Background: an optimization exercise with open tools, aiming at small area. Do not read the settings as production practice. At most, simulation tests tie the RTL to the original design; equivalence was not proved. For runs 1 to 3, only the layout was checked, not whether the RTL still works. No driver is modelled on the clock port, so clocking that relies on it looks cheaper here than on a real chip.

[design/flow/config.mk]
export PLATFORM = sky130hd
export DESIGN_NAME = mips
export DESIGN_NICKNAME = mips
export VERILOG_FILES = /design/flow/design.v
export SDC_FILE = /design/flow/constraint.sdc
export NUM_CORES = 4
export LEC_CHECK = 0
export CAP_MARGIN = 20
export CORE_MARGIN = 2
export CORE_UTILIZATION = 55
export CTS_BUF_LIST = sky130_fd_sc_hd__clkbuf_16
export CTS_CLUSTER_DIAMETER = 100
export CTS_CLUSTER_SIZE = 25
export PLACE_DENSITY = 0.7
export SLEW_MARGIN = 20
[design/flow/constraint.sdc]
create_clock -name core_clock -period 15.0 [get_ports {clk}]
set_input_delay 3.0000 -clock core_clock [delete_from_list [all_inputs] [get_ports {clk}]]
set_output_delay 3.0000 -clock core_clock [all_outputs]
set_load 0.01 [all_outputs]
[design/flow/design.v]
module regfile(
		input clk, reset,
		input wr_en, input [4:0] wr_num, input [7:0] wr_data,
		input [4:0] rd_num, output [7:0] rd_data);
	parameter [31:0] sp_init = 0;
	parameter [31:0] ra_init = 0;
	wire [8*32-1:0] head;
	assign head[7:0] = 8'h00;
	genvar i;
	generate
		for (i = 1; i < 32; i = i + 1) begin : g_reg
			reg [31:0] q;
			wire [7:0] nxt = (wr_en && wr_num == i) ? wr_data : q[7:0];
			if (i == 29 || i == 31) begin : g_rst
				always @(posedge clk or posedge reset)
					if (reset)
						q <= (i == 29) ? sp_init : ra_init;
					else
						q <= {nxt, q[31:8]};
			end
			else begin : g_norst
				always @(posedge clk)
					q <= {nxt, q[31:8]};
			end
			assign head[i*8 +: 8] = q[7:0];
		end
	endgenerate
	assign rd_data = head[rd_num*8 +: 8];
endmodule
module mips(
	input clk, reset,
	output [31:0] instr_addr,
	input [31:0] instr_in,
	output [31:0] data_addr,
	input [31:0] data_in,
	output logic [31:0] data_out,
	output logic [1:0] data_access_size,
	output data_rd_wr);
	parameter [31:0] pc_init = 0;
	parameter [31:0] sp_init = 0;
	parameter [31:0] ra_init = 0;
	logic [1:0] ph, rnd;
	logic [11:0] pc;
	assign instr_addr = {20'd0, pc};
	wire [5:0] op = instr_in[31:26];
	wire [5:0] fn = instr_in[5:0];
	wire [4:0] rs = instr_in[25:21];
	wire [4:0] rt = instr_in[20:16];
	wire [4:0] rd = instr_in[15:11];
	wire [4:0] sh = instr_in[10:6];
	wire [15:0] imm = instr_in[15:0];
	wire special = (op == 6'h00);
	wire i_sll   = special && fn == 6'h00;
	wire i_addu  = special && fn == 6'h21;
	wire i_subu  = special && fn == 6'h23;
	wire i_jr    = special && fn == 6'h08;
	wire i_mul   = (op == 6'h1c) && fn == 6'h02;
	wire i_addiu = (op == 6'h09);
	wire i_lui   = (op == 6'h0f);
	wire i_slti  = (op == 6'h0a);
	wire i_lw    = (op == 6'h23);
	wire i_lbu   = (op == 6'h24);
	wire i_sw    = (op == 6'h2b);
	wire i_sb    = (op == 6'h28);
	wire i_j     = (op == 6'h02);
	wire i_jal   = (op == 6'h03);
	wire i_beq   = (op == 6'h04);
	wire i_bne   = (op == 6'h05);
	wire i_load  = i_lw | i_lbu;
	wire i_store = i_sw | i_sb;
	wire i_mulsh = i_mul | i_sll;
	wire i_br    = i_beq | i_bne;
	wire i_jump  = i_j | i_jal;
	wire i_arith = i_addu | i_subu;
	wire [1:0] last = (i_load | i_store | i_mulsh | i_br) ? 2'd2 :
	                  (i_arith | i_slti | i_jr) ? 2'd1 : 2'd0;
	wire in_last = (rnd == last);
	wire r0 = (rnd == 2'd0);
	wire r1 = (rnd == 2'd1);
	wire r2 = (rnd == 2'd2);
	logic we;
	logic [4:0] wnum;
	logic [7:0] wdata;
	wire [7:0] rb;
	regfile #(.sp_init(sp_init), .ra_init(ra_init)) regs(
		.clk(clk), .reset(reset),
		.wr_en(we), .wr_num(wnum), .wr_data(wdata),
		.rd_num(r0 ? rs : rt), .rd_data(rb));
	wire [10:0] pc4h;
	inc #(10) u_pcinc(.a(pc[11:2]), .s(pc4h));
	wire [12:0] pc4 = {pc4h, pc[1:0]};
	wire [31:0] pc4w = {19'd0, pc4};
	wire [31:0] simm = {{16{imm[15]}}, imm};
	wire [31:0] luiw = {imm, 16'd0};
	wire [31:0] onehot = 32'd1 << sh;
	wire [7:0] pc4_b   = pc4w[ph*8 +: 8];
	wire [7:0] simm_b  = simm[ph*8 +: 8];
	wire [7:0] lui_b   = luiw[ph*8 +: 8];
	wire [7:0] oh_b    = onehot[ph*8 +: 8];
	wire [7:0] din_b   = data_in[ph*8 +: 8];
	logic [31:0] T, M;
	logic c;
	wire [7:0] a = r1 ? T[7:0] : (i_jal ? pc4_b : rb);
	wire sub = r1 ? (i_subu | i_br) : i_slti;
	logic [7:0] b0;
	always_comb begin
		b0 = 8'h00;
		if (r1) begin
			if (i_addu) b0 = rb;
			else b0 = ~rb;
		end
		else begin
			if (i_addiu | i_load | i_store) b0 = simm_b;
			if (i_slti) b0 = ~simm_b;
			if (i_lui) b0 = lui_b;
			if (i_sll) b0 = oh_b;
			if (i_jal) b0 = (ph == 2'd0) ? 8'd4 : 8'd0;
		end
	end
	wire cin = (ph == 2'd0) ? sub : c;
	wire [8:0] sum;
	rca #(8) u_alu(.a(a), .b(b0), .cin(cin), .s(sum[7:0]), .cout(sum[8]));
	logic [27:0] P;
	wire [3:0] d = (r1 && ph == 2'd0) ? rb[3:0] : M[3:0];
	logic pb;
	wire pbx = (r1 && ph == 2'd0) ? 1'b0 : pb;
	wire neg0 = d[1] & ~(d[0] & pbx);
	wire one0 = d[0] ^ pbx;
	wire two0 = (d[1] & ~d[0] & ~pbx) | (~d[1] & d[0] & pbx);
	wire neg1 = d[3] & ~(d[2] & d[1]);
	wire one1 = d[2] ^ d[1];
	wire two1 = (d[3] & ~d[2] & ~d[1]) | (~d[3] & d[2] & d[1]);
	wire [31:0] pp0 = (({32{one0}} & T) | ({32{two0}} & {T[30:0], 1'b0})) ^ {32{neg0}};
	wire [29:0] pp1 = (({30{one1}} & T[29:0]) | ({30{two1}} & {T[28:0], 1'b0})) ^ {30{neg1}};
	wire [31:0] csx = {4'd0, P};
	wire [31:0] csz = {pp1, neg1, neg0};
	wire [31:0] css = csx ^ pp0 ^ csz;
	wire [31:0] csc = (csx & pp0) | (csx & csz) | (pp0 & csz);
	wire [31:0] S;
	assign S[0] = css[0];
	rca #(31) u_mcpa(.a(css[31:1]), .b(csc[30:0]), .cin(neg1), .s(S[31:1]), .cout());
	wire [7:0] mul_b = (ph == 2'd0) ? M[23:16] :
	                   (ph == 2'd1) ? M[27:20] :
	                   (ph == 2'd2) ? M[31:24] : {S[3:0], M[31:28]};
	logic [31:0] Mn;
	always_comb begin
		Mn = {(i_store ? d : S[3:0]), M[31:4]};
		if (r1)
			case (ph)
				2'd0: Mn[3:0] = rb[7:4];
				2'd1: Mn[7:0] = rb;
				2'd2: Mn[11:4] = rb;
				2'd3: Mn[15:8] = rb;
			endcase
	end
	logic f;
	wire [9:0] bt_hi;
	rca #(10) u_bt(.a(pc4[11:2]), .b(imm[9:0]), .cin(1'b0), .s(bt_hi), .cout());
	wire [11:0] btarget = {bt_hi, pc4[1:0]};
	always_comb begin
		we = 1'b0;
		wnum = rt;
		wdata = sum[7:0];
		if (i_arith) begin
			we = r1;
			wnum = rd;
		end
		if (i_addiu | i_lui) we = r0;
		if (i_jal) begin
			we = r0;
			wnum = 5'd31;
		end
		if (i_slti) begin
			we = r1;
			wdata = {7'd0, f & (ph == 2'd0)};
		end
		if (i_load) begin
			we = (r1 && ph != 2'd0) || (r2 && ph == 2'd0);
			wdata = (i_lbu && ph != 2'd0) ? 8'h00 : din_b;
		end
		if (i_mulsh) begin
			we = r2;
			wnum = rd;
			wdata = mul_b;
		end
	end
	assign data_addr = T;
	assign data_out = {M[15:0], M[31:16]};
	assign data_access_size = {1'b0, instr_in[26]};
	assign data_rd_wr = ~(i_store && r2 && ph == 2'd0);
	always @(posedge clk or posedge reset) begin
		if (reset) begin
			ph <= 2'd0;
			rnd <= 2'd0;
			pc <= pc_init[11:0];
		end
		else begin
			ph <= ph + 2'd1;
			if (ph == 2'd3)
				rnd <= in_last ? 2'd0 : rnd + 2'd1;
			if (in_last && ph == 2'd2)
				pc <= i_jump ? {instr_in[9:0], 2'b00} :
				      i_jr ? T[11:0] :
				      (i_beq & f) | (i_bne & ~f) ? btarget : pc4[11:0];
		end
	end
	always @(posedge clk) begin
		c <= sum[8];
		if (r0) begin
			T <= {sum[7:0], T[31:8]};
			P <= 28'd0;
			f <= ~sum[8];
		end
		else begin
			if (r1 & (i_arith | i_br))
				T <= {T[7:0], T[31:8]};
			if (r1 & i_br)
				f <= ((ph == 2'd0) | f) & (sum[7:0] == 8'h00);
			if (i_mulsh | i_store) begin
				M <= Mn;
				P <= S[31:4];
				pb <= d[3];
			end
		end
	end
endmodule
module rca #(parameter N = 8) (
	input [N-1:0] a, b, input cin,
	output [N-1:0] s, output cout);
	wire [N:0] c;
	assign c[0] = cin;
	genvar i;
	generate
		for (i = 0; i < N; i = i + 1) begin : g_bit
			assign s[i] = a[i] ^ b[i] ^ c[i];
			assign c[i+1] = (a[i] & b[i]) | (a[i] & c[i]) | (b[i] & c[i]);
		end
	endgenerate
	assign cout = c[N];
endmodule
module inc #(parameter N = 8) (
	input [N-1:0] a, output [N:0] s);
	wire [N:0] c;
	assign c[0] = 1'b1;
	genvar i;
	generate
		for (i = 0; i < N; i = i + 1) begin : g_bit
			assign s[i] = a[i] ^ c[i];
			assign c[i+1] = a[i] & c[i];
		end
	endgenerate
	assign s[N] = c[N];
endmodule
[design/flow/run.sh]
#!/bin/bash
# synth_recipe.tcl (not shown) runs the flow's synth.tcl, then flattens the netlist and writes it again
# the make line also repeats each setting of config.mk as NAME=value (left out here)
make -C /OpenROAD-flow-scripts/flow DESIGN_CONFIG=/design/flow/config.mk WORK_HOME=/design/flow/orfs CLKGATE_MAP_FILE= SYNTH_SCRIPT=/design/flow/synth_recipe.tcl finish
==> metrics.cfg, run 1 <==
[setup_path]
reg2reg_slack_ns = -0.29
cpMostUsedCell = fa_2
worst_setup_path_startpoint = instr_in[16]
critPathBufInv = 8
r2r_cells = 54
endpoint_kind = flip-flop
critPathArrivalTime_ns = 17.39
start_kind = input pin
crit_type = input pin to flip-flop
r2r-end = P[27]
reg2reg_from = rnd[0]
cp.required_ns = 15.53
cpPeakStageDelay_ns = 0.56
critPathMaxFanout = 7
critPathSlowestCell = fa_1
crit_family = adder cells

[synthesis]
ys_async_sr_fraction_pct = 7.25
synth_cells = 2875
synth.area.mux_share_pct = 9.55
ys_ff_latch = 1103
avgSynthCellArea_um2 = 12.5
syn_area_um2 = 35900
ys_seq_area_share_pct = 64.4
synthAdderAreaFrac_pct = 4.78
yosysWarnings = 2
synthFlopType = dfxtp_1
synth_top_family_by_area = multiplexers
synth_xor_area_share_pct = 1.90
synth_edf_count = 66
synthSimpleGateAreaFrac_pct = 7.82
synth_compound_gate_area_share_pct = 8.20
synth_cell_types = 79

[sta]
fin_crit_ns = 16.87
fin_crit_sh_pct = 112
setup_viol_count_final = 5
max_slew_margin_pct = 20.7
final_hold_viol_count = 0
maxSlewViolCount = 0
rsz0062_at_grt = yes
timing.fmax_mhz = 59.3
skew_ns = 0.0292
fin_hold_ws_ns = 0.316
tightest_slew_ns = 1.18
timing.final.ws_setup_ns = -1.87

[grt]
antenna_found_initial = 6
first_global_vias = 22192
grt_remaining_overflow = 0
grt_pass1_wl_um = 138000
grt_use_total_pct = 27.1
grt_max_degree = 81

[clocking]
cts_buffer_depth = 3
tritoncts = yes
clk_pin_slew_ns = 0.10
hold_buffers = 0
cts_buffers = 52
root_buffer = clkbuf_16
cts_max_level = 2
worstSkewPairLatency_ns = 0.66
clock_sinks = 1103

[drt]
drt_iter0_markers = 1618
antenna_left = 0
dr.max_layer_used = met5
vias = 21927
drc = 0
viasPerCell = 5.57
wl_met3_um = 4910
dr.pass1.iters = 6
wl_met2_um = 43900
wl_met1_um = 39600
drt-total-wl_um = 91800
wl_per_cell_um = 23.3

[floorplanning]
die_height_um = 260
start_util_pct = 55.7
die-area_um2 = 67400
pin_count = 165
dieWidth_um = 260
coreArea_um2 = 64500
rows = 93

[min_path]
hold_end = regs.g_reg[21].q[13]
holdPathStages = 0
hold_path.class = flip-flop to flip-flop
hold_path.startpoint = regs.g_reg[21].q[21]

[run]
drv_cap = 0

[finish]
fin_util_pct = 63.5
syn2layout_area_growth_pct = 14.0
drive_gt1_share_pct = 20.3
final_cells = 3938
final_nets = 3225

[run_status]
so_faults = setup timing
outcome = finished with violations

[placed_design]
routabilityCongestion = 0.950
dpl_worst_slack_ns = -3.00
placedCellCount = 3849
place_hpwl_um = 63800
portBuffers = 143

Yosys cell counts, drive strengths merged, types with 6 or more instances:
| library cell | number | share of area, % |
|---|---|---|
| a22oi | 57 | 1.4 |
| o211ai | 10 | 0.21 |
| buf | 83 | 1.6 |
| clkbuf | 110 | 1.1 |
| nand3 | 75 | 1.0 |
| and3 | 14 | 0.24 |
| dfrtp | 80 | 5.6 |
| or3b | 6 | 0.15 |
| a221oi | 17 | 0.41 |
| nor4 | 8 | 0.16 |
| fa | 72 | 4.0 |
| nand2 | 291 | 3.0 |
| a2111oi | 6 | 0.22 |
| ha | 22 | 0.77 |
| or2 | 14 | 0.24 |
| nor2 | 111 | 1.2 |
| nor3b | 7 | 0.15 |
| a31oi | 12 | 0.21 |
| dfxtp | 957 | 53 |
| nor2b | 6 | 0.10 |
| a311oi | 16 | 0.39 |
| mux4 | 12 | 0.75 |
| mux2i | 54 | 1.5 |
| xnor2 | 68 | 1.7 |
| a211oi | 33 | 0.69 |
| or3 | 16 | 0.28 |
| and2 | 6 | 0.10 |
| inv | 55 | 0.58 |
| mux2 | 231 | 7.3 |
| a21oi | 113 | 1.6 |
| o22ai | 16 | 0.28 |
| a22o | 17 | 0.41 |
| nand2b | 9 | 0.16 |
| nor3 | 33 | 0.52 |
| o21ai | 105 | 1.5 |
| edfxtp | 66 | 5.5 |
| xor2 | 10 | 0.24 |
routing by layer:
metal	up-vias	GRT usage, %
met3	161	2.76
li1	10147	-
met2	690	45.8
met1	10923	36.5
met5	-	0
met4	6	9.61
area by class of cell:
| type | instances | area (µm²) |
|---|---|---|
| clock buffers | 53 | 1330 |
| repair buffers | 309 | 2850 |
| well taps | 855 | 1070 |
| diodes | 2 | 5.00 |
| fillers | 4902 | 23500 |
| flip-flops and latches | 1103 | 23100 |
| inverters | 55 | 213 |
| clock inverters | 17 | 178 |
| multi-input cells | 1544 | 12200 |
registers in the layout, summed over array words and instances (netlist names):
signal and flops:
f 1, pc 12, ph 2, T 32, rnd 2, M 32, P 28, c 1
pb 1, regs.g.q 992
layout by cell type, fill, tap and decap left out, types with 9 or more instances in the layout:
cell type,n
dfrtp_1,80
or3_1,15
mux2i_1,46
nand2_1,286
a22oi_1,42
o21ai_1,9
clkbuf_16,53
clkdlybuf4s50_1,135
o21ai_0,94
mux4_2,12
nor3_1,27
a22o_1,17
buf_4,146
dfxtp_1,957
fa_1,43
fa_2,29
and3_1,14
a221oi_1,11
nor2_2,10
a21oi_1,103
a211oi_1,21
a22oi_2,15
nand3_1,74
inv_1,57
mux2_2,227
or2_2,12
buf_6,10
buf_12,9
nor2_1,99
xnor2_1,67
o211ai_1,10
a31oi_1,12
edfxtp_1,66
ha_1,20
o22ai_1,16
a311oi_1,16
nand2b_1,9
conb_1,21
a211oi_2,11
metrics by stage:
stage	area (µm²)	TNS [ns]
2_1_floorplan	36200	-5.38
3_3_place_gp	38900	-9.92
3_5_place_dp	38900	-10.88
4_1_cts	40600	-4.99
5_1_grt	40900	-5.13
6_report	40900	-3.77
what timing repair did:
action,in CTS,in global routing
resized for setup,23,80
pin swaps,1,16
buffers inserted,7,9
gates cloned,1,0
setup endpoints to repair,6,7
worst max path at each step:
stage | depth (start not counted) | to | slack [ns]
after CTS | 59 | P[27] | -2.10
after global placement | 54 | P[27] | -2.84
after global routing | 55 | P[27] | -2.19
after detailed placement | 55 | P[27] | -3.00
after floorplan | 58 | P[27] | -2.10
final | 55 | P[27] | -1.87
cells by family after synthesis:
group / after synthesis
AO/OA/AOI/OAI: 440
other: 1
flip-flops: 1103
multiplexers: 297
buffers and inverters: 248
adder cells (fa/ha/maj): 94
XOR/XNOR: 78
AND/OR/NAND/NOR: 614
==> inputs of run 2 (changes only) <==
--- a/design/flow/design.v
+++ b/design/flow/design.v
@@ -2,3 +2,3 @@
 		input clk, reset,
-		input wr_en, input [4:0] wr_num, input [7:0] wr_data,
+		input wr_en, input [4:0] wr_num, input [7:0] wr_data, input wr_last,
 		input [4:0] rd_num, output [7:0] rd_data);
@@ -12,15 +12,18 @@
 			reg [31:0] q;
-			wire [7:0] nxt = (wr_en && wr_num == i) ? wr_data : q[7:0];
+			wire wsel = wr_en && wr_num == i;
+			wire [7:0] nxt = wsel ? wr_data : q[7:0];
+			always @(posedge clk)
+				q <= {nxt, q[31:8]};
 			if (i == 29 || i == 31) begin : g_rst
+				reg valid;
 				always @(posedge clk or posedge reset)
 					if (reset)
-						q <= (i == 29) ? sp_init : ra_init;
-					else
-						q <= {nxt, q[31:8]};
+						valid <= 1'b0;
+					else if (wsel && wr_last)
+						valid <= 1'b1;
+				assign head[i*8 +: 8] = q[7:0] & {8{valid}};
 			end
 			else begin : g_norst
-				always @(posedge clk)
-					q <= {nxt, q[31:8]};
+				assign head[i*8 +: 8] = q[7:0];
 			end
-			assign head[i*8 +: 8] = q[7:0];
 		end
@@ -86,3 +89,3 @@
 		.clk(clk), .reset(reset),
-		.wr_en(we), .wr_num(wnum), .wr_data(wdata),
+		.wr_en(we), .wr_num(wnum), .wr_data(wdata), .wr_last(ph == 2'd3),
 		.rd_num(r0 ? rs : rt), .rd_data(rb));
@@ -140,3 +143,8 @@
 	assign S[0] = css[0];
-	rca #(31) u_mcpa(.a(css[31:1]), .b(csc[30:0]), .cin(neg1), .s(S[31:1]), .cout());
+	wire k22;
+	wire [9:0] sh0, sh1;
+	rca #(21) u_mlo(.a(css[21:1]), .b(csc[20:0]), .cin(neg1), .s(S[21:1]), .cout(k22));
+	rca #(10) u_mh0(.a(css[31:22]), .b(csc[30:21]), .cin(1'b0), .s(sh0), .cout());
+	rca #(10) u_mh1(.a(css[31:22]), .b(csc[30:21]), .cin(1'b1), .s(sh1), .cout());
+	assign S[31:22] = k22 ? sh1 : sh0;
 	wire [7:0] mul_b = (ph == 2'd0) ? M[23:16] :
@@ -208,5 +216,7 @@
 		c <= sum[8];
+		M <= Mn;
+		P <= r0 ? 28'd0 : S[31:4];
+		pb <= d[3];
 		if (r0) begin
 			T <= {sum[7:0], T[31:8]};
-			P <= 28'd0;
 			f <= ~sum[8];
@@ -218,7 +228,2 @@
 				f <= ((ph == 2'd0) | f) & (sum[7:0] == 8'h00);
-			if (i_mulsh | i_store) begin
-				M <= Mn;
-				P <= S[31:4];
-				pb <= d[3];
-			end
 		end
==> metrics.cfg, run 2 <==
[run_status]
outcome = complete, no violations  ; was finished with violations

[finish]
largest_reg_flops = 992  ; unchanged
final_cells = 3809  ; was 3938
fin_util_pct = 63.0  ; was 63.5%
layout_commonest_cell = dfxtp_1  ; unchanged
largestRegisters = regs.g.q x992, M x32, T x32  ; unchanged
regMostFlops = regs.g.q  ; unchanged
fillCellCount = 4807  ; was 4902
drive_gt1_share_pct = 18.9  ; was 20.3%
syn2layout_area_growth_pct = 13.2  ; was 14.0%
final_nets = 3111  ; was 3225
final_cell_mix = 1054 x dfxtp_1, 195 x mux2_2, 142 x buf_4, 138 x nand2_1, 138 x clkdlybuf4s50_1  ; was 957 x dfxtp_1, 286 x nand2_1, 227 x mux2_2, 146 x buf_4, 135 x clkdlybuf4s50_1

[setup_path]
endpoint_kind = flip-flop  ; unchanged
cpMostUsedCell = fa_2  ; unchanged
critPathMaxFanout = 7  ; unchanged
critPathSlowestCell = clkdlybuf4s50_1  ; was fa_1
cp.required_ns = 15.54  ; was 15.53 ns
start_kind = input pin  ; unchanged
crit_type = input pin to flip-flop  ; unchanged
critPathArrivalTime_ns = 15.36  ; was 17.39 ns
cpPeakStageDelay_ns = 0.43  ; was 0.56 ns

[placed_design]
placedCellCount = 3725  ; was 3849
dpl_worst_slack_ns = -0.770  ; was -3.00 ns
routabilityCongestion = 0.971  ; was 0.950
place_hpwl_um = 66100  ; was 63800 µm
portBuffers = 143  ; unchanged

[sta]
setup_viol_count_final = 0  ; was 5
max_slew_margin_pct = 26.7  ; was 20.7%
fin_crit_sh_pct = 98.8  ; was 112%
maxSlewViolCount = 0  ; unchanged
timing.fmax_mhz = 67.4  ; was 59.3 MHz
timing.final.ws_setup_ns = 0.173  ; was -1.87 ns
final_hold_viol_count = 0  ; unchanged
skew_ns = 0.0336  ; was 0.0292 ns
rsz0062_at_grt = yes  ; unchanged
fin_crit_ns = 14.83  ; was 16.87 ns
tightest_slew_ns = 1.09  ; was 1.18 ns
fin_hold_ws_ns = 0.322  ; was 0.316 ns

[synthesis]
synth_area_leader_cell = dfxtp_1  ; unchanged
syn_area_um2 = 35200  ; was 35900 µm²
synth_cell_types = 89  ; was 79
ys_seq_area_share_pct = 64.1  ; was 64.4%
synth.top_cell.area_share_pct = 60.0  ; was 53.3%
yosysWarnings = 2  ; unchanged
synth_common_cells = 1054 x dfxtp_1, 196 x mux2_2, 141 x nand2_1, 125 x nor2_1, 113 x a21oi_1  ; was 957 x dfxtp_1, 291 x nand2_1, 229 x mux2_2, 112 x a21oi_1, 110 x clkbuf_1
ys_async_sr_fraction_pct = 1.63  ; was 7.25%
avgSynthCellArea_um2 = 12.7  ; was 12.5 µm²
synth_area_leaders = dfxtp_1 60%, mux2_2 6.3%, fa_1 3.6%  ; was dfxtp_1 53%, mux2_2 7.2%, dfrtp_1 5.6%
synth_cells = 2771  ; was 2875
ys_ff_latch = 1105  ; was 1103
synthFlopType = dfxtp_1  ; unchanged
synth_edf_count = 33  ; was 66
synth.most_common_cell = dfxtp_1  ; unchanged

[floorplanning]
coreArea_um2 = 63200  ; was 64500 µm²
rows = 92  ; was 93
die-area_um2 = 66000  ; was 67400 µm²
die_height_um = 257  ; was 260 µm
start_util_pct = 55.7  ; about the same
dieWidth_um = 257  ; was 260 µm
pin_count = 165  ; unchanged

[grt]
first_global_vias = 21175  ; was 22192
grt_use_total_pct = 27.4  ; was 27.1%
grt_remaining_overflow = 0  ; unchanged
antenna_found_initial = 4  ; was 6
grt_pass1_wl_um = 136000  ; was 138000 µm
grt_max_degree = 49  ; was 81

[drt]
vias = 21279  ; was 21927
drt_iter0_markers = 1586  ; was 1618
antenna_left = 0  ; unchanged
viasPerCell = 5.59  ; was 5.57
drc = 0  ; unchanged
drt-total-wl_um = 91700  ; was 91800 µm
wl_per_cell_um = 24.1  ; was 23.3 µm
dr.pass1.iters = 5  ; was 6

[clocking]
hold_buffers = 0  ; unchanged
worstSkewPairLatency_ns = 0.66  ; about the same
cts_max_level = 2  ; unchanged
root_buffer = clkbuf_16  ; unchanged
tritoncts = yes  ; unchanged
clk_pin_slew_ns = 0.09  ; was 0.10 ns
cts_buffers = 51  ; was 52
clock_sinks = 1105  ; was 1103
cts_buffer_depth = 3  ; unchanged

[run]
drv_cap = 0  ; unchanged

[min_path]
hold_path.class = flip-flop to flip-flop  ; unchanged

[run 2: changes by cell type in the layout (fill, tap and decap cells not counted), moves of 32 or more]
| cell | before | now |
|---|---|---|
| nand2_1 | 286 | 138 |
| dfxtp_1 | 957 | 1054 |
| dfrtp_1 | 80 | 18 |
| xor2_1 | 8 | 69 |
| xnor2_1 | 67 | 13 |
| nand3_1 | 74 | 28 |
| edfxtp_1 | 66 | 33 |
| mux2_2 | 227 | 195 |
[run 2: area by class of cell]
| type | instances | area [µm²] | share of cell area (%) |
|---|---|---|---|
| diodes | 3 | 7.51 | 0.0188 |
| clock buffers | 54 | 1350 | 3.39 |
| clock inverters | 9 | 103 | 0.258 |
| inverters | 80 | 300 | 0.754 |
| multi-input cells | 1423 | 11900 | 29.9 |
| flip-flops and latches | 1105 | 22500 | 56.6 |
| well taps | 846 | 1060 | 2.66 |
| repair buffers | 289 | 2550 | 6.40 |
[run 2: kinds of logic after synthesis]
| group | count (synthesis) | synth area share [%] |
|---|---|---|
| mux | 284 | 10.1 |
| buf+inv | 263 | 3.34 |
| compound gates | 468 | 8.97 |
| fa+ha+maj | 95 | 4.72 |
| flops | 1105 | 64.1 |
| simple gates | 469 | 6.56 |
| other cells | 1 | 0.0107 |
| xor+xnor | 86 | 2.20 |
[run 2: stage by stage]
stage | setup TNS (ns) | instance area [µm²]
after global placement | -0.840 | 38100
final | 0 | 39800
after detailed placement | -1.56 | 38100
after global routing | -0.178 | 39800
after CTS | 0 | 39600
after floorplan | 0 | 35500
[run 2: worst max-delay path: cells and delay by family]
kind	cells	cell delay [ns]
AO/OA/AOI/OAI	11	2.30
XOR/XNOR	2	0.36
adder cells (fa/ha/maj)	21	7.30
buffers and inverters	5	0.89
multiplexers	3	0.81
AND/OR/NAND/NOR	3	0.71
[run 2: metal layers]
layer | global-route usage [%] | share of wire (%) | up-vias | wire length (µm)
met3 | 3.73 | 6.2 | 169 | 5700
met5 | 0 | 0.015 | - | 14
met4 | 10.1 | 3.8 | 2 | 3440
met1 | 37.7 | 44 | 10490 | 40100
li1 | - | - | 9819 | -
met2 | 44.5 | 46 | 799 | 42500
[run 2: repair_timing]
action | 4_1_cts | 5_1_grt
pin swaps | 1 | 11
setup buffers | 5 | 10
setup endpoints to repair | 1 | 2
gates cloned | 0 | 0
resized for setup | 4 | 23
[run 2: final timing paths]
check                                     startpoint                   end  slack, ns  depth (start not counted)
worst max-delay path                    instr_in[23]                 P[27]       0.17                         45
worst min-delay path            regs.g_reg[10].q[23]  regs.g_reg[10].q[15]       0.32                          0
worst max register to register                rnd[0]                 P[27]       1.42                         48
worst min register to register  regs.g_reg[10].q[23]  regs.g_reg[10].q[15]       0.32                          0
max in group asynchronous                      reset                rnd[1]      11.54                          2
min in group asynchronous                      reset                pc[11]       2.86                          2
==> inputs of run 3 (changes only) <==
==> design/flow/flow/run.sh (new file) <==
#!/bin/bash
# The standard layout (standard.sh), with two ORFS settings passed in the
# environment:
#  - ports are buffered with buf_1 cells instead of clkdlybuf4s50_1
#  - clock tree: sink clusters of up to 25 flip-flops, each driven by a
#    clkbuf_16, and no dummy loads
# standard.sh's full output goes to standard.log in this folder; ORFS's own
# per-step logs stay under orfs/logs.
set -o pipefail
cp standard.sh standard.sh.txt
export BUFFER_PORTS_ARGS="-buffer_cell sky130_fd_sc_hd__buf_1"
export CTS_ARGS="-sink_clustering_enable -repair_clock_nets -dont_use_dummy_load -sink_clustering_size 25 -sink_clustering_max_diameter 100 -buf_list sky130_fd_sc_hd__clkbuf_16"
bash standard.sh > standard.log 2>&1
==> design/flow/standard.sh (new file) <==
#!/bin/bash
# synth_recipe.tcl (not shown) runs the flow's synth.tcl, then flattens the netlist and writes it again
# the make line also repeats each setting of config.mk as NAME=value (left out here)
make -C /OpenROAD-flow-scripts/flow DESIGN_CONFIG=/design/flow/config.mk WORK_HOME=/design/flow/orfs CLKGATE_MAP_FILE= SYNTH_SCRIPT=/design/flow/synth_recipe.tcl "${@:-finish}"
removed: design/flow/run.sh
==> metrics.cfg, run 3 <==
[run_status]
outcome = complete, no violations  ; unchanged

[grt]
grt_pass1_wl_um = 136000  ; about the same
first_global_vias = 21117  ; was 21175
grt_use_total_pct = 27.4  ; about the same
antenna_found_initial = 7  ; was 4
grt_remaining_overflow = 0  ; unchanged
grt_max_degree = 47  ; was 49

[sta]
max_slew_margin_pct = 27.9  ; was 26.7%
final_hold_viol_count = 0  ; unchanged
setup_viol_count_final = 0  ; unchanged
fin_crit_sh_pct = 97.8  ; was 98.8%
tightest_slew_ns = 1.08  ; was 1.09 ns
skew_ns = 0.0781  ; was 0.0336 ns
timing.fmax_mhz = 68.1  ; was 67.4 MHz
fin_crit_ns = 14.67  ; was 14.83 ns
maxSlewViolCount = 0  ; unchanged
fin_hold_ws_ns = 0.271  ; was 0.322 ns

[floorplanning]
coreArea_um2 = 63200  ; unchanged
dieWidth_um = 257  ; unchanged
die_height_um = 257  ; unchanged
die-area_um2 = 66000  ; unchanged
start_util_pct = 55.7  ; unchanged
rows = 92  ; unchanged
pin_count = 165  ; unchanged

[synthesis]
synth.most_common_cell = dfxtp_1  ; unchanged
yosysWarnings = 2  ; unchanged
ys_seq_area_share_pct = 64.1  ; unchanged
syn_area_um2 = 35200  ; unchanged
ys_ff_latch = 1105  ; unchanged
synth_cells = 2771  ; unchanged
synth.top_cell.area_share_pct = 60.0  ; unchanged
synth_area_leaders = dfxtp_1 60%, mux2_2 6.3%, fa_1 3.6%  ; unchanged
synth_area_leader_cell = dfxtp_1  ; unchanged
synth_common_cells = 1054 x dfxtp_1, 196 x mux2_2, 141 x nand2_1, 125 x nor2_1, 113 x a21oi_1  ; unchanged
synth_edf_count = 33  ; unchanged
synth_cell_types = 89  ; unchanged
ys_async_sr_fraction_pct = 1.63  ; unchanged
avgSynthCellArea_um2 = 12.7  ; unchanged
synthFlopType = dfxtp_1  ; unchanged

[setup_path]
cpMostUsedCell = fa_2  ; unchanged
start_kind = input pin  ; unchanged
critPathSlowestCell = fa_1  ; was clkdlybuf4s50_1
crit_type = input pin to flip-flop  ; unchanged
critPathMaxFanout = 6  ; was 7
cp.required_ns = 15.47  ; was 15.54 ns
cpPeakStageDelay_ns = 0.53  ; was 0.43 ns
endpoint_kind = flip-flop  ; unchanged
critPathArrivalTime_ns = 15.15  ; was 15.36 ns

[placed_design]
routabilityCongestion = 0.947  ; was 0.971
place_hpwl_um = 65400  ; was 66100 µm
placedCellCount = 3710  ; was 3725
dpl_cell_area_um2 = 37100  ; was 38100 µm²
portBuffers = 143  ; unchanged

[finish]
syn2layout_area_growth_pct = 9.62  ; was 13.2%
largestRegisters = regs.g.q x992, M x32, T x32  ; unchanged
final_cell_mix = 1054 x dfxtp_1, 195 x mux2_2, 140 x buf_1, 138 x nand2_1, 123 x nor2_1  ; was 1054 x dfxtp_1, 195 x mux2_2, 142 x buf_4, 138 x nand2_1, 138 x clkdlybuf4s50_1
largest_reg_flops = 992  ; unchanged
fin_util_pct = 61.0  ; was 63.0%
drive_gt1_share_pct = 18.0  ; was 18.9%
stdcell_area_um2 = 38600  ; was 39800 µm²
final_cells = 3771  ; was 3809
regMostFlops = regs.g.q  ; unchanged
final_nets = 3083  ; was 3111
layout_commonest_cell = dfxtp_1  ; unchanged

[drt]
drc = 0  ; unchanged
drt-total-wl_um = 91200  ; was 91700 µm
dr.pass1.iters = 5  ; unchanged
antenna_left = 0  ; unchanged
wl_per_cell_um = 24.2  ; was 24.1 µm
drt_iter0_markers = 1634  ; was 1586
vias = 21127  ; was 21279
viasPerCell = 5.60  ; was 5.59

[clocking]
root_buffer = clkbuf_16  ; unchanged
cts_buffers = 51  ; unchanged
clock_sinks = 1105  ; unchanged
worstSkewPairLatency_ns = 0.64  ; was 0.66 ns
hold_buffers = 0  ; unchanged
tritoncts = yes  ; unchanged
cts_buffer_depth = 3  ; unchanged
clk_pin_slew_ns = 0.09  ; about the same
cts_max_level = 2  ; unchanged

[min_path]
hold_path.class = flip-flop to flip-flop  ; unchanged

[run]
drv_cap = 0  ; unchanged

run 3: cell types whose count changed in the layout (fill, tap and decap cells not counted), moves of 4 or more:
| cell | change |
|---|---|
| buf_1 | +140 |
| buf_4 | -26 |
| clkdlybuf4s50_1 | -138 |
| dlymetal6s2s_1 | -4 |
run 3: worst paths after layout:
path / start / to / slack [ns] / cells past startpoint
max in group asynchronous: reset / pc[4] / 11.73 / 2
worst min register to register: regs.g_reg[14].q[21] / regs.g_reg[14].q[13] / 0.27 / 0
worst max register to register: rnd[1] / P[27] / 1.36 / 49
worst max-delay path: instr_in[17] / P[27] / 0.33 / 48
worst min-delay path: regs.g_reg[14].q[21] / regs.g_reg[14].q[13] / 0.27 / 0
min in group asynchronous: reset / regs.g_reg[29].g_rst.valid / 2.57 / 2
run 3: area by class of cell:
type | count | area, µm²
Multi-Input combinational cell | 1423 | 11900
Fill cell | 5015 | 24600
Antenna cell | 5 | 12.5
Inverter | 80 | 300
Tap cell | 846 | 1060
Timing Repair Buffer | 261 | 1440
Sequential cell | 1105 | 22500
Clock buffer | 51 | 1280
run 3: metal layers:
metal | up-vias | wire (µm) | GRT usage [%]
met3 | 149 | 5090 | 3.76
li1 | 9760 | - | -
met4 | 6 | 3540 | 9.92
met1 | 10473 | 40400 | 37.7
met5 | - | 31 | 0.146
met2 | 739 | 42100 | 44.5
run 3: kinds of logic (layout without fill, tap and decap cells):
group                      Yosys count  in the layout  synth area share [%]
and+or+nand+nor                    469            469                  6.56
other                                1             26                0.0107
adders and majority gates           95             95                  4.72
buffers and inverters              263            392                  3.34
muxes                              284            284                  10.1
DFF                               1105           1105                  64.1
xor gates and xnor gates            86             86                  2.20
AOI/OAI and AO/OA                  468            468                  8.97
run 3: worst max-delay path, delay by kind of cell:
family | cells | cell delay [ns]
buf+inv | 5 | 0.50
xor+xnor | 2 | 0.35
compound gates | 11 | 2.16
simple gates | 6 | 0.93
fa+ha+maj | 22 | 7.58
mux | 2 | 0.58
run 3: stage by stage:
step	worst slack (ns)	TNS, ns
floorplan	0.00847	0
global placement	-0.270	-0.270
detailed placement	-0.414	-0.499
CTS	0.135	0
global route	-0.0146	-0.0146
finish	0.326	0
run 3: timing repair:
action / in CTS / in global routing
endpoints found under the setup margin: 0 / 2
setup buffers: 0 / 5
gates resized for setup: 0 / 26
==> inputs of run 4 (changes only) <==
--- a/design/flow/design.v
+++ b/design/flow/design.v
@@ -143,7 +143,11 @@
 	assign S[0] = css[0];
-	wire k22;
-	wire [9:0] sh0, sh1;
-	rca #(21) u_mlo(.a(css[21:1]), .b(csc[20:0]), .cin(neg1), .s(S[21:1]), .cout(k22));
+	wire k12, k22_0, k22_1;
+	wire [9:0] sm0, sm1, sh0, sh1;
+	rca #(11) u_mlo(.a(css[11:1]), .b(csc[10:0]), .cin(neg1), .s(S[11:1]), .cout(k12));
+	rca #(10) u_mm0(.a(css[21:12]), .b(csc[20:11]), .cin(1'b0), .s(sm0), .cout(k22_0));
+	rca #(10) u_mm1(.a(css[21:12]), .b(csc[20:11]), .cin(1'b1), .s(sm1), .cout(k22_1));
 	rca #(10) u_mh0(.a(css[31:22]), .b(csc[30:21]), .cin(1'b0), .s(sh0), .cout());
 	rca #(10) u_mh1(.a(css[31:22]), .b(csc[30:21]), .cin(1'b1), .s(sh1), .cout());
+	wire k22 = k12 ? k22_1 : k22_0;
+	assign S[21:12] = k12 ? sm1 : sm0;
 	assign S[31:22] = k22 ? sh1 : sh0;
--- a/design/flow/flow/run.sh
+++ b/design/flow/flow/run.sh
@@ -9,3 +9,2 @@
 set -o pipefail
-cp standard.sh standard.sh.txt
 export BUFFER_PORTS_ARGS="-buffer_cell sky130_fd_sc_hd__buf_1"
==> metrics.cfg, run 4 <==
[run_status]
outcome = complete, no violations  ; unchanged

[sta]
tns_ns = 0  ; unchanged
timing.fmax_mhz = 71.8  ; was 68.1 MHz
tightest_slew_ns = 1.16  ; was 1.08 ns
max_slew_margin_pct = 22.2  ; was 27.9%
fin_crit_ns = 13.92  ; was 14.67 ns
fin_hold_ws_ns = 0.295  ; was 0.271 ns
rsz0062_at_grt = no
skew_ns = 0.0761  ; was 0.0781 ns
final_hold_viol_count = 0  ; unchanged
setup_viol_count_final = 0  ; unchanged
maxSlewViolCount = 0  ; unchanged
fin_crit_sh_pct = 92.8  ; was 97.8%

[finish]
syn2layout_area_growth_pct = 7.26  ; was 9.62%
register_area_um2 = 22500  ; unchanged
final_cell_mix = 1054 x dfxtp_1, 235 x nand2_1, 199 x mux2_2, 143 x buf_1, 133 x nor2_1  ; was 1054 x dfxtp_1, 195 x mux2_2, 140 x buf_1, 138 x nand2_1, 123 x nor2_1
multiInputGateArea_um2 = 11600  ; was 11900 µm²
final_nets = 3067  ; was 3083
largestRegisters = regs.g.q x992, M x32, T x32  ; unchanged
antenna_cells = 0  ; was 5
layout_commonest_cell = dfxtp_1  ; unchanged
stdcell_area_um2 = 37500  ; was 38600 µm²
largest_reg_flops = 992  ; unchanged
regMostFlops = regs.g.q  ; unchanged
drive_gt1_share_pct = 12.6  ; was 18.0%
fillCellCount = 5044  ; was 5015

[drt]
drt-total-wl_um = 84500  ; was 91200 µm
wl_per_cell_um = 22.6  ; was 24.2 µm
viasPerCell = 5.57  ; was 5.60
drt_iter0_markers = 1928  ; was 1634
antenna_left = 0  ; unchanged
drc = 0  ; unchanged
dr.pass1.iters = 5  ; unchanged
vias = 20900  ; was 21127

[clocking]
postCtsResizedCells = 0  ; unchanged
tritoncts = yes  ; unchanged
cts_buffer_depth = 3  ; unchanged
worstSkewPairLatency_ns = 0.65  ; was 0.64 ns
cts_buffers = 51  ; unchanged
root_buffer = clkbuf_16  ; unchanged
cts_max_level = 2  ; unchanged
clock_sinks = 1105  ; unchanged
clk_pin_slew_ns = 0.10  ; was 0.09 ns
hold_buffers = 0  ; unchanged
post_cts_buffers = 0  ; unchanged

[grt]
grt_max_degree = 54  ; was 47
first_global_vias = 20648  ; was 21117
antenna_found_initial = 0  ; was 7
grt_remaining_overflow = 0  ; unchanged
grt_pass1_wl_um = 127000  ; was 136000 µm
grt_use_total_pct = 25.4  ; was 27.4%

[setup_path]
crit_type = input pin to flip-flop  ; unchanged
endpoint_kind = flip-flop  ; unchanged
critPathSlowestCell = or4_4  ; was fa_1
start_kind = input pin  ; unchanged
cpMostUsedCell = fa_1  ; was fa_2
cp.required_ns = 15.47  ; about the same
critPathArrivalTime_ns = 14.39  ; was 15.15 ns
critPathMaxFanout = 32  ; was 6
cpPeakStageDelay_ns = 0.58  ; was 0.53 ns

[floorplanning]
coreArea_um2 = 63000  ; was 63200 µm²
pin_count = 165  ; unchanged
start_util_pct = 55.6  ; was 55.7%
die_height_um = 256  ; was 257 µm
dieWidth_um = 256  ; was 257 µm
rows = 92  ; unchanged
die-area_um2 = 65600  ; was 66000 µm²

[synthesis]
ys_ff_latch = 1105  ; unchanged
synthFlopType = dfxtp_1  ; unchanged
yosysWarnings = 2  ; unchanged
avgSynthCellArea_um2 = 12.4  ; was 12.7 µm²
ys_seq_area_share_pct = 64.4  ; was 64.1%
syn_area_um2 = 35000  ; was 35200 µm²
synth.top_cell.area_share_pct = 60.3  ; was 60.0%
synth_common_cells = 1054 x dfxtp_1, 235 x nand2_1, 199 x mux2_2, 134 x nor2_1, 107 x o21ai_0  ; was 1054 x dfxtp_1, 196 x mux2_2, 141 x nand2_1, 125 x nor2_1, 113 x a21oi_1
synth_cells = 2817  ; was 2771
synth_edf_count = 33  ; unchanged
synth_area_leaders = dfxtp_1 60%, mux2_2 6.4%, fa_1 3.0%  ; was dfxtp_1 60%, mux2_2 6.3%, fa_1 3.6%
synth_cell_types = 89  ; unchanged
synth.most_common_cell = dfxtp_1  ; unchanged
ys_async_sr_fraction_pct = 1.63  ; unchanged
synth_area_leader_cell = dfxtp_1  ; unchanged

[placed_design]
place_hpwl_um = 59200  ; was 65400 µm
routabilityCongestion = 0.920  ; was 0.947
portBuffers = 143  ; unchanged
dpl_cell_area_um2 = 36200  ; was 37100 µm²

[run]
drv_cap = 0  ; unchanged

[min_path]
hold_path.class = flip-flop to flip-flop  ; unchanged

[run 4: metal layers]
layer,part of all wire [%],GRT usage (%)
met5,0,0
met4,3.9,10.1
met3,5.3,2.80
met2,46,40.9
met1,45,35.4
[run 4: worst max-delay path, delay by kind of cell]
family / cells / cell delay, ns
buffers and inverters: 5 / 1.27
and+or+nand+nor: 8 / 2.07
adders and majority gates: 11 / 4.60
muxes: 1 / 0.52
AOI/OAI and AO/OA: 10 / 2.67
xor gates and xnor gates: 1 / 0.24
[run 4: stage by stage]
| step | util, % | setup slack, ns | std cells |
|---|---|---|---|
| after floorplan | - | 1.44 | 2837 |
| after detailed placement | 57.6 | 0.503 | 3698 |
| after CTS | 59.6 | 1.14 | 3749 |
| after global routing | 59.6 | 0.452 | 3749 |
| after global placement | 57.5 | 0.720 | 3696 |
| final | 59.6 | 1.08 | 3749 |
[run 4: final timing paths]
kind | start | endpoint | slack, ns | depth (start not counted)
worst max-delay path | instr_in[16] | P[27] | 1.08 | 36
worst min-delay path | regs.g_reg[26].q[25] | regs.g_reg[26].q[17] | 0.30 | 0
worst min register to register | regs.g_reg[26].q[25] | regs.g_reg[26].q[17] | 0.30 | 0
max in group asynchronous | reset | pc[2] | 11.86 | 2
min in group asynchronous | reset | pc[11] | 2.55 | 2
worst max register to register | rnd[1] | P[27] | 2.40 | 38
[run 4: logic make-up after synthesis]
kind of cell             after synthesis  share of synthesized area [%]
other                                  1                         0.0107
adder cells (fa/ha/maj)               96                           4.57
buffers and inverters                231                           3.07
AND/OR/NAND/NOR                      540                           6.87
flip-flops                          1105                           64.4
multiplexers                         276                           9.80
XOR/XNOR                              98                           2.45
AO/OA/AOI/OAI                        470                           8.79
[run 4: cell type report]
cell class	count	area share, %
well taps	846	2.82
flip-flops and latches	1105	60.1
multi-input cells	1501	30.8
repair buffers	181	2.27
clock buffers	51	3.40
inverters	65	0.650
==> inputs of run 5 (changes only) <==
==> design/flow/flow/run.sh (replaced) <==
#!/bin/bash
# The standard layout (standard.sh), with two ORFS settings passed in the
# environment:
#  - ports are buffered with buf_1 cells instead of clkdlybuf4s50_1
#  - clock tree: sink clusters of up to 32 flip-flops, each driven by a
#    clkbuf_16, and no dummy loads
# standard.sh's full output goes to standard.log in this folder; ORFS's own
# per-step logs stay under orfs/logs.
set -o pipefail
export BUFFER_PORTS_ARGS="-buffer_cell sky130_fd_sc_hd__buf_1"
export CTS_ARGS="-sink_clustering_enable -repair_clock_nets -dont_use_dummy_load -sink_clustering_size 32 -sink_clustering_max_diameter 90 -buf_list sky130_fd_sc_hd__clkbuf_16"
bash standard.sh > standard.log 2>&1
==> metrics.cfg, run 5 <==
[run_status]
outcome = complete, no violations  ; unchanged

[sta]
setup_viol_count_final = 0  ; unchanged
final_hold_viol_count = 0  ; unchanged
fin_crit_ns = 13.99  ; was 13.92 ns
tns_ns = 0  ; unchanged
fin_crit_sh_pct = 93.3  ; was 92.8%
timing.fmax_mhz = 71.5  ; was 71.8 MHz
max_slew_margin_pct = 20.3  ; was 22.2%
tightest_slew_ns = 1.19  ; was 1.16 ns
maxSlewViolCount = 0  ; unchanged
fin_hold_ws_ns = 0.266  ; was 0.295 ns
rsz0062_at_grt = no  ; unchanged
skew_ns = 0.0894  ; was 0.0761 ns

[setup_path]
critPathArrivalTime_ns = 14.43  ; was 14.39 ns
start_kind = input pin  ; unchanged
critPathMaxFanout = 32  ; unchanged
cp.required_ns = 15.44  ; was 15.47 ns
endpoint_kind = flip-flop  ; unchanged
cpMostUsedCell = fa_1  ; unchanged
crit_type = input pin to flip-flop  ; unchanged
r2r-end = P[27]  ; unchanged
reg2reg_from = rnd[1]  ; unchanged
cpPeakStageDelay_ns = 0.58  ; about the same
critPathSlowestCell = or4_4  ; unchanged
r2r_cells = 38  ; unchanged
reg2reg_slack_ns = 2.32  ; was 2.40 ns

[finish]
final_nets = 3060  ; was 3067
drive_gt1_share_pct = 12.4  ; was 12.6%
syn2layout_area_growth_pct = 6.76  ; was 7.26%
fillCellCount = 5058  ; was 5044
largest_reg_flops = 992  ; unchanged
layout_commonest_cell = dfxtp_1  ; unchanged
regMostFlops = regs.g.q  ; unchanged
register_area_um2 = 22500  ; unchanged
final_cell_mix = 1054 x dfxtp_1, 235 x nand2_1, 199 x mux2_2, 143 x buf_1, 133 x nor2_1  ; unchanged
largestRegisters = regs.g.q x992, M x32, T x32  ; unchanged
multiInputGateArea_um2 = 11600  ; unchanged
antenna_cells = 0  ; unchanged

[drt]
drc = 0  ; unchanged
antenna_left = 0  ; unchanged
wl_met1_um = 37500  ; was 38000 µm
vias = 20803  ; was 20900
drt-total-wl_um = 83900  ; was 84500 µm
wl_met3_um = 4810  ; was 4510 µm
dr.pass1.iters = 6  ; was 5
dr.max_layer_used = met4  ; unchanged
wl_per_cell_um = 22.4  ; was 22.6 µm
drt_iter0_markers = 1919  ; was 1928
wl_met2_um = 38500  ; was 38700 µm
viasPerCell = 5.56  ; was 5.57

[min_path]
hold_path.startpoint = regs.g_reg[8].q[22]  ; was regs.g_reg[26].q[25]
hold_path.class = flip-flop to flip-flop  ; unchanged
holdPathStages = 0  ; unchanged
hold_end = regs.g_reg[8].q[14]  ; was regs.g_reg[26].q[17]

[clocking]
hold_buffers = 0  ; unchanged
cts_buffer_depth = 3  ; unchanged
post_cts_buffers = 0  ; unchanged
clock_sinks = 1105  ; unchanged
clk_pin_slew_ns = 0.11  ; was 0.10 ns
cts_buffers = 44  ; was 51
worstSkewPairLatency_ns = 0.64  ; was 0.65 ns
tritoncts = yes  ; unchanged
postCtsResizedCells = 0  ; unchanged
cts_max_level = 2  ; unchanged
root_buffer = clkbuf_16  ; unchanged

[floorplanning]
die_height_um = 256  ; unchanged
die-area_um2 = 65600  ; unchanged
start_util_pct = 55.6  ; unchanged
rows = 92  ; unchanged
coreArea_um2 = 63000  ; unchanged
dieWidth_um = 256  ; unchanged
pin_count = 165  ; unchanged

[placed_design]
place_hpwl_um = 59200  ; unchanged
routabilityCongestion = 0.920  ; unchanged
portBuffers = 143  ; unchanged

[synthesis]
synth_common_cells = 1054 x dfxtp_1, 235 x nand2_1, 199 x mux2_2, 134 x nor2_1, 107 x o21ai_0  ; unchanged
synthFlopType = dfxtp_1  ; unchanged
synth_cell_types = 89  ; unchanged
synth.most_common_cell = dfxtp_1  ; unchanged
ys_seq_area_share_pct = 64.4  ; unchanged
ys_async_sr_fraction_pct = 1.63  ; unchanged
synth_area_leaders = dfxtp_1 60%, mux2_2 6.4%, fa_1 3.0%  ; unchanged
yosysWarnings = 2  ; unchanged
synth_area_leader_cell = dfxtp_1  ; unchanged
synth_cells = 2817  ; unchanged
avgSynthCellArea_um2 = 12.4  ; unchanged
syn_area_um2 = 35000  ; unchanged
ys_ff_latch = 1105  ; unchanged
synth.top_cell.area_share_pct = 60.3  ; unchanged
synth_edf_count = 33  ; unchanged

[grt]
grt_max_degree = 54  ; unchanged
grt_remaining_overflow = 0  ; unchanged
grt_use_total_pct = 25.3  ; was 25.4%
antenna_found_initial = 1  ; was 0
grt_pass1_wl_um = 127000  ; about the same
first_global_vias = 20586  ; was 20648

[run]
drv_cap = 0  ; unchanged

-- run 5: logic make-up (layout without fill, tap and decap cells) --
kind of cell	count (synthesis)	count (layout)	synth area share (%)
muxes	276	276	9.80
DFF	1105	1105	64.4
buffers and inverters	231	290	3.07
other	1	21	0.0107
adders and majority gates	96	96	4.57
AOI/OAI and AO/OA	470	470	8.79
and+or+nand+nor	540	540	6.87
xor gates and xnor gates	98	98	2.45
-- run 5: how the worst max path moves through the flow --
| stage | start | endpoint | slack [ns] |
|---|---|---|---|
| 2_1_floorplan | instr_in[17] | P[27] | 1.44 |
| 3_3_place_gp | instr_in[16] | P[27] | 0.72 |
| 3_5_place_dp | instr_in[16] | P[27] | 0.50 |
| 4_1_cts | instr_in[16] | P[27] | 1.09 |
| 5_1_grt | instr_in[16] | P[27] | 0.41 |
| 6_report | instr_in[16] | P[27] | 1.01 |
-- run 5: critical path, delay by kind of cell --
kind / cells / cell delay (ns)
adders and majority gates: 11 / 4.60
buffers and inverters: 5 / 1.26
xor gates and xnor gates: 1 / 0.24
AOI/OAI and AO/OA: 10 / 2.71
muxes: 1 / 0.53
and+or+nand+nor: 8 / 2.06
-- run 5: metrics by stage --
step | util [%] | cells | worst slack [ns] | area [µm²]
2_1_floorplan | - | 2837 | 1.44 | 35100
3_3_place_gp | 57.5 | 3696 | 0.720 | 36200
3_5_place_dp | 57.6 | 3698 | 0.503 | 36200
4_1_cts | 59.3 | 3742 | 1.09 | 37300
5_1_grt | 59.3 | 3742 | 0.412 | 37300
6_report | 59.3 | 3742 | 1.01 | 37300
-- run 5: final cells by class --
| cell class | instances | area share, % |
|---|---|---|
| Inverter | 65 | 0.653 |
| Clock buffer | 44 | 2.95 |
| Sequential cell | 1105 | 60.4 |
| Timing Repair Buffer | 181 | 2.28 |
| Multi-Input combinational cell | 1501 | 30.9 |
| Tap cell | 846 | 2.83 |
-- run 5: routing by layer --
layer,vias to the layer above,GRT usage [%]
li1,9735,-
met3,155,2.88
met5,-,0
met2,729,40.7
met1,10184,35.2
met4,0,9.54
==> inputs of run 6 (changes only) <==
--- a/design/flow/flow/run.sh
+++ b/design/flow/flow/run.sh
@@ -1,4 +1,8 @@
 #!/bin/bash
-# The standard layout (standard.sh), with two ORFS settings passed in the
-# environment:
+# The standard layout (standard.sh), with these ORFS settings changed
+# through the environment:
+#  - synthesis maps logic with an area-oriented ABC script (flow/abc_area.script,
+#    used in place of ORFS's abc_speed.script in a copy of ORFS's scripts
+#    folder); everything else in synthesis is unchanged, so the registers are
+#    the standard synthesis's
 #  - ports are buffered with buf_1 cells instead of clkdlybuf4s50_1
@@ -9,2 +13,6 @@
 set -o pipefail
+rm -rf scripts_abc
+cp -r "$FLOW_HOME/scripts" scripts_abc
+cp flow/abc_area.script scripts_abc/abc_speed.script
+export SCRIPTS_DIR="$PWD/scripts_abc"
 export BUFFER_PORTS_ARGS="-buffer_cell sky130_fd_sc_hd__buf_1"
==> design/flow/flow/abc_area.script (new file) <==
&get -n
&st
&dch
&nf -R 1000 -p -F 16 -C 32
&put
topo
dnsize -c
==> metrics.cfg, run 6 <==
[run_status]
outcome = complete, no violations  ; unchanged

[min_path]
hold_end = regs.g_reg[30].q[4]  ; was regs.g_reg[8].q[14]
holdPathStages = 0  ; unchanged
hold_path.class = flip-flop to flip-flop  ; unchanged
hold_path.startpoint = regs.g_reg[30].q[12]  ; was regs.g_reg[8].q[22]

[placed_design]
place_hpwl_um = 57700  ; was 59200 µm
portBuffers = 143  ; unchanged
routabilityCongestion = 0.965  ; was 0.920

[setup_path]
reg2reg_from = rnd[0]  ; was rnd[1]
r2r_cells = 50  ; was 38
cpPeakStageDelay_ns = 0.80  ; was 0.58 ns
crit_type = input pin to flip-flop  ; unchanged
r2r-end = P[27]  ; unchanged
critPathMaxFanout = 15  ; was 32
start_kind = input pin  ; unchanged
cpMostUsedCell = nor2_1  ; was fa_1
critPathSlowestCell = mux2i_4  ; was or4_4
critPathArrivalTime_ns = 14.75  ; was 14.43 ns
cp.required_ns = 15.52  ; was 15.44 ns
reg2reg_slack_ns = 2.31  ; was 2.32 ns
endpoint_kind = flip-flop  ; unchanged

[drt]
wl_per_cell_um = 21.7  ; was 22.4 µm
vias = 20862  ; was 20803
drc = 0  ; unchanged
drt_iter0_markers = 1707  ; was 1919
drt-total-wl_um = 81200  ; was 83900 µm
viasPerCell = 5.58  ; was 5.56
dr.pass1.iters = 6  ; unchanged
antenna_left = 0  ; unchanged

[floorplanning]
die-area_um2 = 62500  ; was 65600 µm²
coreArea_um2 = 60100  ; was 63000 µm²
dieWidth_um = 250  ; was 256 µm
rows = 90  ; was 92
pin_count = 165  ; unchanged
die_height_um = 250  ; was 256 µm
start_util_pct = 55.4  ; was 55.6%

[clocking]
root_buffer = clkbuf_16  ; unchanged
worstSkewPairLatency_ns = 0.64  ; about the same
hold_buffers = 0  ; unchanged
cts_buffers = 43  ; was 44
cts_buffer_depth = 3  ; unchanged
postCtsResizedCells = 0  ; unchanged
clk_pin_slew_ns = 0.11  ; about the same
tritoncts = yes  ; unchanged
post_cts_buffers = 0  ; unchanged
cts_max_level = 2  ; unchanged
clock_sinks = 1105  ; unchanged

[sta]
rsz0062_at_grt = no  ; unchanged
timing.fmax_mhz = 70.3  ; was 71.5 MHz
fin_crit_sh_pct = 94.9  ; was 93.3%
max_slew_margin_pct = 22.7  ; was 20.3%
tns_ns = 0  ; unchanged
final_hold_viol_count = 0  ; unchanged
fin_hold_ws_ns = 0.287  ; was 0.266 ns
maxSlewViolCount = 0  ; unchanged
skew_ns = 0.0919  ; was 0.0894 ns
fin_crit_ns = 14.23  ; was 13.99 ns
tightest_slew_ns = 1.15  ; was 1.19 ns
setup_viol_count_final = 0  ; unchanged

[grt]
grt_pass1_wl_um = 124000  ; was 127000 µm
first_global_vias = 20628  ; was 20586
grt_remaining_overflow = 0  ; unchanged
grt_max_degree = 46  ; was 54
antenna_found_initial = 0  ; was 1
grt_use_total_pct = 25.9  ; was 25.3%

[synthesis]
avgSynthCellArea_um2 = 12.2  ; was 12.4 µm²
synth_edf_count = 33  ; unchanged
yosysWarnings = 2  ; unchanged
syn_area_um2 = 33300  ; was 35000 µm²
ys_ff_latch = 1105  ; unchanged
ys_seq_area_share_pct = 67.7  ; was 64.4%
ys_async_sr_fraction_pct = 1.63  ; unchanged
synth_area_leader_cell = dfxtp_1  ; unchanged
synthFlopType = dfxtp_1  ; unchanged
synth_cells = 2733  ; was 2817
synth_common_cells = 1054 x dfxtp_1, 276 x nor2_1, 238 x o21ai_0, 236 x a21oi_1, 215 x nand2_1  ; was 1054 x dfxtp_1, 235 x nand2_1, 199 x mux2_2, 134 x nor2_1, 107 x o21ai_0
synth_area_leaders = dfxtp_1 63%, mux4_2 3.8%, o21ai_0 3.6%  ; was dfxtp_1 60%, mux2_2 6.4%, fa_1 3.0%
synth_cell_types = 48  ; was 89
synth.top_cell.area_share_pct = 63.3  ; was 60.3%
synth.most_common_cell = dfxtp_1  ; unchanged

[run]
drv_cap = 0  ; unchanged

[finish]
regMostFlops = regs.g.q  ; unchanged
antenna_cells = 0  ; unchanged
final_nets = 3121  ; was 3060
syn2layout_area_growth_pct = 9.23  ; was 6.76%
layout_commonest_cell = dfxtp_1  ; unchanged
largest_reg_flops = 992  ; unchanged
largestRegisters = regs.g.q x992, M x32, T x32  ; unchanged
drive_gt1_share_pct = 6.22  ; was 12.4%
fillCellCount = 4785  ; was 5058
final_cell_mix = 1054 x dfxtp_1, 271 x nor2_1, 235 x o21ai_0, 226 x a21oi_1, 215 x nand2_1  ; was 1054 x dfxtp_1, 235 x nand2_1, 199 x mux2_2, 143 x buf_1, 133 x nor2_1

## run 6: critical path, delay by kind of cell
| kind | cells | cell delay, ns |
|---|---|---|
| mux | 3 | 1.56 |
| buf+inv | 4 | 0.89 |
| compound gates | 12 | 2.53 |
| xor+xnor | 1 | 0.13 |
| simple gates | 19 | 2.38 |
| fa+ha+maj | 10 | 4.22 |
## run 6: layout make-up
| cell class | count | area (µm²) | share of cell area [%] |
|---|---|---|---|
| clock buffers | 43 | 1080 | 2.96 |
| well taps | 782 | 978 | 2.69 |
| inverters | 56 | 210 | 0.578 |
| multi-input cells | 1558 | 10600 | 29.2 |
| repair buffers | 195 | 967 | 2.66 |
| flip-flops and latches | 1105 | 22500 | 62.0 |
## run 6: routing by layer
| metal | global-route usage (%) | share of wire, % | routed length [µm] |
|---|---|---|---|
| met5 | 0 | 0 | 0 |
| met4 | 10.9 | 4.7 | 3840 |
| met3 | 3.38 | 7.0 | 5720 |
| met2 | 39.9 | 43 | 35200 |
| met1 | 37.0 | 45 | 36500 |
## run 6: how the worst max path moves through the flow
stage               depth (start not counted)     to         start
floorplan                                  49  P[27]  instr_in[16]
global placement                           49  P[27]  instr_in[16]
detailed placement                         49  P[27]  instr_in[16]
CTS                                        49  P[27]  instr_in[16]
global route                               48  P[22]  instr_in[16]
finish                                     49  P[27]  instr_in[16]
## run 6: cells by family after synthesis
kind of cell             after synthesis  synth area share, %
other                                  1               0.0113
multiplexers                          96                 5.01
buffers and inverters                 90                 1.40
adder cells (fa/ha/maj)               96                 4.80
XOR/XNOR                              98                 2.58
flip-flops                          1105                 67.7
AND/OR/NAND/NOR                      605                 7.54
AO/OA/AOI/OAI                        642                 11.0
## run 6: stage by stage
step	cell area, µm²	util, %	setup WS [ns]	cells
after floorplan	33500	-	0.0476	2753
after global placement	35200	58.6	0.357	3694
after detailed placement	35200	58.6	0.202	3694
after CTS	36300	60.4	0.817	3737
after global routing	36400	60.5	0.0775	3739
final	36400	60.5	0.769	3739

-- what the ideal ports hide --
No port has a modelled driver above. Below, the same layouts with a new extraction and two added sets of constraints. Step 1 assumes that a clkbuf_16 drives the clock port and a buf_2 every other input. Step 2 also shifts input and output timing later by t, the mid clock arrival at the registers, as if the neighbouring blocks saw the same clock. a / b / c = ideal / step 1 / step 2; a / b = the first two.
run | shift t [ns] | slack for setup (ns) | worst setup path at the end | clock arrival spread, ns | worst register clock-pin slew, ns
run 1 | 0.708 | -1.866 / -1.837 / -2.545 | input to register | 0.030 / 0.030 | 0.11 / 0.11
run 2 | 0.705 | 0.173 / 0.169 / -0.536 | input to register | 0.035 / 0.035 | 0.11 / 0.11
run 3 | 0.660 | 0.326 / 0.286 / -0.374 | input to register | 0.078 / 0.078 | 0.10 / 0.10
run 4 | 0.668 | 1.079 / 1.103 / 0.434 | input to register | 0.077 / 0.077 | 0.10 / 0.10
run 5 | 0.657 | 1.008 / 1.035 / 0.378 | input to register | 0.090 / 0.090 | 0.12 / 0.12
run 6 | 0.648 | 0.769 / 0.806 / 0.158 | input to register | 0.092 / 0.092 | 0.12 / 0.12
Met with ideal ports but missed after step 2: setup timing in run 2 and run 3. The setup slack of run 2, which loses most, moves by -0.004 ns with the drivers and by -0.709 ns with both steps.
